Context: an optimization exercise on an open-source flow, tuned for small area. The choices shown serve that exercise and are no tape-out recipe.
Function was checked by simulation only, so behaviour that the tests miss may differ from the original.
No activity file was given, so power comes from the tool's default toggle rates.

## flow/design.v (module list and top-level ports; edited modules follow where they fit)
// module fir_fa: 4 lines
// module fir_ha: 4 lines
// module fir: 892 lines
module fir #(parameter DWIDTH = 16)
(
  input clk,
  input rstn,
  input signed [DWIDTH-1:0] i_data,
  output signed [(2*DWIDTH)-1:0] o_data
);
  // ...
==> flow/flow/run.sh <==
#!/bin/bash
set -euo pipefail
cd "$(dirname "$0")/.."
export CTS_ARGS="-sink_clustering_enable -repair_clock_nets -dont_use_dummy_load -sink_clustering_size 18 -sink_clustering_max_diameter 70 -buf_list {sky130_fd_sc_hd__clkbuf_8}"
export BUFFER_PORTS_ARGS="-buffer_cell sky130_fd_sc_hd__buf_1"
bash standard.sh > flow_make.log 2>&1
==> flow/standard.sh <==
#!/bin/bash
# synth_recipe.tcl (not shown) runs the flow's synth.tcl, then flattens the netlist and writes it again
# the make line also repeats each setting of config.mk as NAME=value (left out here)
make -C /OpenROAD-flow-scripts/flow DESIGN_CONFIG=/design/flow/config.mk WORK_HOME=/design/flow/orfs CLKGATE_MAP_FILE= SYNTH_SCRIPT=/design/flow/synth_recipe.tcl "${@:-finish}"
==> flow/config.mk <==
export PLATFORM = sky130hd
export DESIGN_NAME = fir
export DESIGN_NICKNAME = fir
export VERILOG_FILES = /design/flow/design.v
export SDC_FILE = /design/flow/constraint.sdc
export NUM_CORES = 4
export LEC_CHECK = 0
export CAP_MARGIN = 20
export CORE_MARGIN = 2
export CORE_UTILIZATION = 55
export SLEW_MARGIN = 20
export SYNTH_HIERARCHICAL = 1
export SYNTH_MINIMUM_KEEP_SIZE = 0
==> flow/constraint.sdc <==
create_clock -name core_clock -period 8.0 [get_ports {clk}]
set_input_delay 1.6000 -clock core_clock [delete_from_list [all_inputs] [get_ports {clk}]]
set_output_delay 1.6000 -clock core_clock [all_outputs]
set_load 0.01 [all_outputs]
==> results by group, run 1 <==
Drt
  • Starting DRT DRC Count: 288
  • Wire length on met3: 1370 um
  • Top Layer Used: met4
  • Wl on met1: 16000 um
  • Met2 wire length: 15200 um

Worst setup path
  • Worst Setup EP: x6[18]
  • WP data required: 8.41 ns
  • Number of cells on the critical path: 21
  • R2R Setup Slk: 0.25 ns
  • Crit path buffers/inverters: 0
  • Crit-path max FO: 2

Placed design
  • DP HPWL: 27700 um
  • Routability cong.: 0.850

Timing
  • Fin crit share: 96.9%
  • Rel. slew slack: 71.3%

Cells and area
  • Non-clk invs: 120
  • Seq area share: 52.2%

Clock tree
  • Root Driver: clkbuf_8
  • Post-CTS Setup Inserts: 0
  • Post_cts resized: 22
  • Clock sinks: 553

GRT
  • First-pass GRT wire length: 51900 um

Run status
  • Status: no timing/DRC/antenna violations

Pwr
  • Seq pwr share: 59.7%
  • Leakage: 0.00934 uW
  • Psw: 1220 uW

Yosys
  • Post-synth EDFFs: 0
==> inputs of run 2 (changes only) <==
--- a/flow/config.mk
+++ b/flow/config.mk
@@ -8,5 +8,5 @@
 export CAP_MARGIN = 20
 export CORE_MARGIN = 2
-export CORE_UTILIZATION = 55
+export CORE_UTILIZATION = 40
 export SLEW_MARGIN = 20
 export SYNTH_HIERARCHICAL = 1
==> run 2 against run 1 <==
  * Clock skew rose by 0.016 ns
  * Clock power is essentially flat
  * Core utilization decreased by 16 points
  * Fmax rose by 0.13%
  * Final cell count up 8.8%
  * Register-to-register slack about the same
  * Largest cell class unchanged
==> results by group, run 2 <==
Pwr
  • Peak supply drop: 0.152 mV
  • Leakage: 0.00936 uW (+0.19%)
  • Pwr/cell area: 229 nW/um^2
  • Pwr Total: 4910 uW

Timing
  • Count of final setup violators: 0
  • Fin crit share: 96.7% (-0.13 points)
  • Hold Vio Cnt, Final: 0
  • Final Max Tran Viols: 0
  • RSZ-0062 raised after global routing: no
  • Worst-margin pin slew: 0.455 ns
  • Final setup margin: 0.262 ns
  • Rel. slew slack: 69.7% (-1.7 points)
  • Max Clock Skew: 0.0893 ns
  • Maximum clock frequency: 129 MHz
  • Hold WS: 0.310 ns
  • Period minus WS final: 7.74 ns

Placed design
  • Routability cong.: 0.858 (+0.98%)
  • I/O Buffers: 49
  • Placed Area: 20800 um^2
  • Post-placement setup slack: -0.0736 ns
  • DP HPWL: 27900 um (+0.98%)

Worst setup path
  • CP max stage delay: 0.49 ns
  • Critical path class: reg2reg
  • Crit-path max FO: 2 (unchanged)
  • CP max-delay cell: fa_1
  • Delay-heaviest family, CP: adder cells
  • Crit path buffers/inverters: 0 (unchanged)
  • WP data required: 8.45 ns (+0.04 ns)
  • Startpoint Class: register
  • Crit path cell chain: and2_1, ha_1, fa_2, fa_1, fa_2, fa_2, fa_1, fa_2, fa_1, fa_2, fa_2, fa_2, fa_2, fa_2, fa_2, fa_2, fa_1, fa_1, ha_1, ha_1, fa_1
  • Crit-path most repeated cell: fa_2
  • Crit path DAT: 8.19 ns
  • Crit end category: register

Yosys
  • Post-synth EDFFs: 0 (unchanged)
  • Mapped Area: 19600 um^2
  • Cell accounting for the most synthesized area: dfxtp_1
  • Most common flop cell mapped by yosys: dfxtp_1
  • Mapped Nets: 1642
  • Top-count cell post-synth: dfxtp_1
  • Synth top area cells: dfxtp_1 (57%), fa_1 (31%), ha_1 (4.2%)
  • Sequential-to-total area share from yosys stat: 56.6%
  • Post-synth top cells: dfxtp_1 (553), fa_1 (303), inv_1 (119)
  • Post-synth cell types: 28
  • Syn_area_per_cell: 15.6 um^2
  • Yosys top cell area share: 56.6%
  • Synth Instances: 1256
  • FF+latch count, synth: 553
  • Ys async rst share: 0%
  • Synth warn: 8

Floorplanning
  • # IOs: 50
  • Die footprint: 50700 um^2
  • Site Rows: 81
  • Initial Utilization: 40.2%
  • Core Area: 48600 um^2
  • DIE HEIGHT: 225 um
  • Chip width: 225 um

Cells and area
  • Largest register FFs: 432
  • Final instance area: 21400 um^2
  • Most common cell after layout, fill and taps aside: dfxtp_1
  • Largest Register: d
  • Fillcell total: 4355
  • Top flop regs: d: 432 flops, acc: 32 flops
  • Most frequent cells in the layout: dfxtp_1 (552), fa_1 (267), inv_1 (119)
  • Final nets: 1761
  • Final core occ: 44.1%
  • # diodes: 0
  • Sequential cell area: 11100 um^2
  • Area Overhead vs Synth: 9.52%
  • Multi-input gate area: 8080 um^2
  • Layout cells sized above 1: 9.25%

Drt
  • Starting DRT DRC Count: 293 (+1.7%)
  • DRT Pass-1 Iters: 4
  • DRC viols: 0
  • Vias: 8554
  • Vias per inst: 4.29
  • Final ANT Viol Nets: 0
  • Drt wl/cell: 17.0 um
  • Drt total wl: 34000 um

Clock tree
  • Num CTS Buffers: 40
  • Worst skew pair latency: 0.64 ns
  • CTS HTree Levels: 2
  • CTS Hold Buffers Added: 0
  • CTS tree: done
  • Clock sinks: 553 (unchanged)
  • Clock Tree Buf Depth: 3
  • Clock transition at the registers of the reported paths: 0.10 ns
  • Root Driver: clkbuf_8

GRT
  • Vias in the first global route: 9572
  • Largest net degree at the start of global routing: 29
  • Total grt overflow: 0
  • First-pass GRT wire length: 54000 um (+3.9%)
  • Gr usage total: 14.4%
  • Initial antenna violation count: 1

Hold path
  • Hold Crit Class: reg2reg

Run status
  • Status: no timing/DRC/antenna violations

Job
  • Max-cap viol count: 0
## run 2: cell count changes in the layout (fill, tap and decap cells not counted), sizes merged
cell and delta:
buf -1, clkbuf +1
## run 2: worst paths after layout
| check | startpoint | to | slack [ns] | cells past startpoint |
|---|---|---|---|---|
| setup reg to reg | d[18][0] | x6[18] | 0.26 | 21 |
| hold reg to reg | d[10][13] | d[11][13] | 0.31 | 0 |
| setup / recovery | d[18][0] | x6[18] | 0.26 | 21 |
| hold / removal | d[10][13] | d[11][13] | 0.31 | 0 |
## run 2: timing repair
action,CTS,global route
gates cloned,0,0
pin swaps,3,6
endpoints found under the hold margin,0,0
setup endpoints to repair,3,6
setup buffers,0,1
resized for setup,11,26
## run 2: modules after synthesis (local to each module, per instance)
module	flops+latches	copies in the design
fir_fa	0	303
fir	553	1
fir_ha	0	31
## run 2: metal layers
layer	wire length (um)	track usage, %	vias to the layer above
met5	0	0	-
met1	16300	19.5	4370
met4	813	4.68	0
met3	1020	2.32	54
met2	15900	23.7	112
li1	-	-	4018
## run 2: logic make-up after synthesis
logic type      share of synthesized area, %
compound gates                         0.588
xor+xnor                               0.448
fa+ha+maj                               35.2
buf+inv                                 2.59
flops                                   56.6
simple gates                            4.65
## run 2: metrics by stage
step           TNS [ns]  instances
4_1_cts               0       1994
6_report              0       1995
2_1_floorplan         0       1256
3_3_place_gp          0       1954
5_1_grt               0       1995
3_5_place_dp     -0.116       1954
## run 2: worst reg2reg max path, stage by stage, from the launching register on
cell and delay (ns):
dfxtp_1 0.32, and2_1 0.16, ha_1 0.21, fa_2 0.34
fa_1 0.39, fa_2 0.35, fa_2 0.35, fa_1 0.39
fa_2 0.36, fa_1 0.44, fa_2 0.36, fa_2 0.35
fa_2 0.36, fa_2 0.40, fa_2 0.40, fa_2 0.35
fa_2 0.35, fa_1 0.49, fa_1 0.41, ha_1 0.19
ha_1 0.19, fa_1 0.43
## run 2: report_power, final
group | internal, uW | total [uW] | switching, uW
Combinational | 355 | 754 | 400
Clock | 450 | 1240 | 786
Sequential | 2870 | 2920 | 46.2
## run 2: layout make-up
class                      count  share of cell area [%]
timing repair buffer          91                    2.33
inverter                     120                    2.10
multi-input combinational    569                    37.7
sequential                   553                    51.7
clock buffer                  40                    2.57
tap                          622                    3.63

## port drivers added, routing unchanged
The flow's constraints put no driver on any port. The routed layouts listed below were extracted and timed again, unchanged, in two steps.
Step 1 sets driving cells, clkbuf_16 on the clock port and buf_2 on the other inputs (assumed; they add their load-dependent delay and slew).
Step 2, shift: input delay + t, output delay - t, t = (earliest + latest rising clock arrival at the registers) / 2. This alone moves slack from input paths to output paths.
a / b / c = no drivers / after step 1 / after step 2; a / b = the first two.
run	shift t [ns]	slack for setup (ns)	worst slew at a driven data input, ns	cell pins on the clock port's net
run 1	0.621	0.252 / 0.252 / 0.252	0.03	1
run 2	0.646	0.262 / 0.262 / 0.262	0.03	1
After both steps every run listed still meets setup and hold.
